This is an optimization exercise on Yosys and OpenROAD, whose aim is small area, not a production implementation.
In this exercise RTL edits were held to simulation tests only and were not proved equivalent to the original.

## TopModule
module TopModule(
	input clk,
	input rst,
	output hbEnA, 
	output hbEnB, 
	output hbIn1, 
	output hbIn2, 
	output hbIn3,
	output hbIn4,
	input RFS, 
	input RRS,
	input RMS,
	input LFS, 
	input LRS,
	input LMS,
	output sevenSeg0, 
	output sevenSeg1, 
	output sevenSeg2, 
	output sevenSeg3,
	input pushBtn1,
	input pushBtn2,
	input pushBtn3,
	input pushBtn4,
	input bandPass1k,
	input bandPass1_5k,
	input bandPass2k,
	input bandPass2_5k,
	input bandPass3k,
	input colDetF,
	input colDetR, 
	output led1,
	output led2,
	output led3,
	output txData
	);
	wire colDetect;
	wire [3:0] dirControl;
	wire fullSpeedPwm;
	wire veerSpeedPwm;
	wire ninetySpeedPwm;
	wire [2:0] toneDir;
	wire [1:0] driveState;
	wire direction;
	wire enableToneDetection;
	wire [1:0] junctionState;
	wire [1:0] dirState;
	wire [1:0] leadSense;
	wire stopHeld;
	wire stopAdvance;
	wire toneClear;
	assign sevenSeg0 = 1;
	assign sevenSeg1 = 1;
	assign sevenSeg2 = 1;
	assign sevenSeg3 = 1;
	DirectionControl myDirectionControl(
		.clk (clk),
		.rst (rst),
		.RFS (RFS),
		.RRS (RRS),
		.RMS (RMS),
		.LFS (LFS),
		.LRS (LRS),
		.LMS (LMS),
		.direction (direction),
		.DIR (dirControl),
		.state (dirState),
		.leadSens (leadSense)
	);
	CollisionDetection myCollisionDetection(
		.clk (clk),
		.rst (rst),
		.direction (direction),
		.colDetFrontRaw (colDetF),
		.colDetRearRaw (colDetR),
		.led1 (led1),
		.led2 (led2),
		.led3 (led3),
		.colDetect (colDetect)
	);
	ToneDetection myToneDetection (
		.clk (clk),
		.rst (rst),
		.enableToneDetection (enableToneDetection),
		.pushBtn1 (pushBtn1),
		.pushBtn2 (pushBtn2),
		.pushBtn3 (pushBtn3),
		.pushBtn4 (pushBtn4),
		.rawBandPass1k (bandPass1k),
		.rawBandPass1_5k (bandPass1_5k),
		.rawBandPass2k (bandPass2k),
		.rawBandPass2_5k (bandPass2_5k),
		.rawBandPass3k (bandPass3k),
		.toneDir (toneDir),
		.stopHeld (stopHeld),
		.stopAdvance (stopAdvance),
		.toneClear (toneClear)
	);
	UART myUART(
		.clk (clk),
		.rst (rst),
		.dirControl (dirControl),
		.driveState (driveState),
  ...
Settings: LEC_CHECK=0, CAP_MARGIN=20, CORE_MARGIN=2, CORE_UTILIZATION=55, CTS_BUF_LIST=sky130_fd_sc_hd__clkbuf_16, CTS_CLUSTER_DIAMETER=80, CTS_CLUSTER_SIZE=30, SLEW_MARGIN=20; clock period 10.0 ns.
standard.sh (not shown) runs the stock make flow with config.mk's settings and CLKGATE_MAP_FILE= SYNTH_SCRIPT=/design/flow/synth_recipe.tcl, a recipe that flattens the netlist after the stock synthesis.
==> flow/flow/run.sh <==
#!/bin/bash
# Layout flow: the standard flow, except that
# - after the standard synthesis the combinational logic is re-mapped for area
#   (flow/reopt.tcl); registers keep their cells and names;
# - ports are buffered with the smallest buffer (BUFFER_PORTS_ARGS);
# - clock tree synthesis runs without dummy loads (CTS_ARGS).
set -euo pipefail
R=orfs/results/${FLOW_PLATFORM}/TopModule/base
bash standard.sh synth > standard_synth.log 2>&1
cp "$R/1_2_yosys.v" std_synth.v
yosys -c flow/reopt.tcl > reopt.log 2>&1
cp reopt.v "$R/1_2_yosys.v"
bash standard.sh \
  "BUFFER_PORTS_ARGS=-buffer_cell sky130_fd_sc_hd__buf_1" \
  "CTS_ARGS=-sink_clustering_enable -repair_clock_nets -dont_use_dummy_load -buf_list sky130_fd_sc_hd__clkbuf_16 -sink_clustering_size 30 -sink_clustering_max_diameter 80" \
  finish > standard_layout.log 2>&1
==> flow/flow/reopt.tcl <==
# Re-map the standard synthesis netlist's combinational logic for area.
# Reads std_synth.v, writes reopt.v. Flip-flops stay as they are (same
# instances, cells and names); every other cell is flattened to its function
# and mapped again by ABC with an area-oriented script.
yosys -import
set lib $::env(FLOW_HOME)/platforms/sky130hd/lib/sky130_fd_sc_hd__tt_025C_1v80.lib
set dont_use {}
foreach c {probe_p_8 probec_p_8 lpflow_bleeder_1
  lpflow_clkbufkapwr_1 lpflow_clkbufkapwr_16 lpflow_clkbufkapwr_2 lpflow_clkbufkapwr_4 lpflow_clkbufkapwr_8
  lpflow_clkinvkapwr_1 lpflow_clkinvkapwr_16 lpflow_clkinvkapwr_2 lpflow_clkinvkapwr_4 lpflow_clkinvkapwr_8
  lpflow_decapkapwr_12 lpflow_decapkapwr_3 lpflow_decapkapwr_4 lpflow_decapkapwr_6 lpflow_decapkapwr_8
  lpflow_inputiso0n_1 lpflow_inputiso0p_1 lpflow_inputiso1n_1 lpflow_inputiso1p_1 lpflow_inputisolatch_1
  lpflow_isobufsrc_1 lpflow_isobufsrc_16 lpflow_isobufsrc_2 lpflow_isobufsrc_4 lpflow_isobufsrc_8
  lpflow_isobufsrckapwr_16 lpflow_lsbuf_lh_hl_isowell_tap_1 lpflow_lsbuf_lh_hl_isowell_tap_2
  lpflow_lsbuf_lh_hl_isowell_tap_4 lpflow_lsbuf_lh_isowell_4 lpflow_lsbuf_lh_isowell_tap_1
  lpflow_lsbuf_lh_isowell_tap_2 lpflow_lsbuf_lh_isowell_tap_4} {
  lappend dont_use -dont_use sky130_fd_sc_hd__$c
}

read_liberty -ignore_miss_func $lib
# keep sequential cells as they are
blackbox sky130_fd_sc_hd__df* sky130_fd_sc_hd__edf* sky130_fd_sc_hd__sdf* sky130_fd_sc_hd__sedf* sky130_fd_sc_hd__dl*
read_verilog std_synth.v
hierarchy -check -top $::env(FLOW_TOP)
flatten
opt_clean
tee -o std_stat.txt stat -liberty $lib
techmap
opt -fast
abc -liberty $lib {*}$dont_use -script "+strash;&get,-n;&st;&deepsyn,-J,30,-T,300;&put;dch,-f;amap;mfs2;&get,-n;&dch,-f;&nf,-p,-R,1000;&put"
opt_clean -purge
hilomap -singleton -hicell sky130_fd_sc_hd__conb_1 HI -locell sky130_fd_sc_hd__conb_1 LO
insbuf -buf sky130_fd_sc_hd__buf_4 A X
splitnets
opt_clean -purge
tee -o reopt_stat.txt stat -liberty $lib
write_verilog -noattr -nohex -nodec reopt.v

# the written netlist must be complete: every cell a library cell, no undriven net
design -reset
read_liberty -lib $lib
read_verilog reopt.v
hierarchy -check -top $::env(FLOW_TOP)
check -assert -mapped
Change:
--- a/flow/flow/run.sh
+++ b/flow/flow/run.sh
@@ -5,3 +5,4 @@
 # - ports are buffered with the smallest buffer (BUFFER_PORTS_ARGS);
-# - clock tree synthesis runs without dummy loads (CTS_ARGS).
+# - clock tree synthesis runs without dummy loads and with smaller root and
+#   branch buffers (CTS_ARGS).
 set -euo pipefail
@@ -14,3 +15,3 @@
   "BUFFER_PORTS_ARGS=-buffer_cell sky130_fd_sc_hd__buf_1" \
-  "CTS_ARGS=-sink_clustering_enable -repair_clock_nets -dont_use_dummy_load -buf_list sky130_fd_sc_hd__clkbuf_16 -sink_clustering_size 30 -sink_clustering_max_diameter 80" \
+  "CTS_ARGS=-sink_clustering_enable -repair_clock_nets -dont_use_dummy_load -buf_list sky130_fd_sc_hd__clkbuf_16 -root_buf sky130_fd_sc_hd__clkbuf_8 -tree_buf sky130_fd_sc_hd__clkbuf_8 -sink_clustering_size 30 -sink_clustering_max_diameter 80" \
   finish > standard_layout.log 2>&1
--- a/flow/flow/reopt.tcl
+++ b/flow/flow/reopt.tcl
@@ -32,3 +32,3 @@
 hilomap -singleton -hicell sky130_fd_sc_hd__conb_1 HI -locell sky130_fd_sc_hd__conb_1 LO
-insbuf -buf sky130_fd_sc_hd__buf_4 A X
+insbuf -buf sky130_fd_sc_hd__buf_1 A X
 splitnets
=> Sequential cell count is unchanged; die area stays flat; register-to-register slack is worse by 0.08 ns.

## re-timing with driven ports
No port has a modelled driver above. Below, the same layouts with a new extraction and two added sets of constraints.
Step 1 (the two cells are an assumption about what drives the block):
set clk [get_ports {clk}]
set_driving_cell -lib_cell sky130_fd_sc_hd__clkbuf_16 $clk
set_driving_cell -lib_cell sky130_fd_sc_hd__buf_2 [delete_from_list [all_inputs] $clk]
Step 2 times the ports against the registers' clock, not the clock port: input delays grow and output delays shrink by t, the midpoint of the rising clock arrivals with the driver on.
Three values: ideal, step 1, step 2; two values: the first two.
run | shift t [ns] | setup WS [ns] | worst register clock-pin slew, ns
the first run | 0.494 | 5.008 / 5.019 / 4.525 | 0.11 / 0.11
the second run | 0.534 | 5.027 / 5.047 / 4.512 | 0.11 / 0.11
After both steps every run listed still meets setup and hold. The setup slack of the second run, which loses most, moves by +0.020 ns with the drivers and by -0.515 ns with both steps.
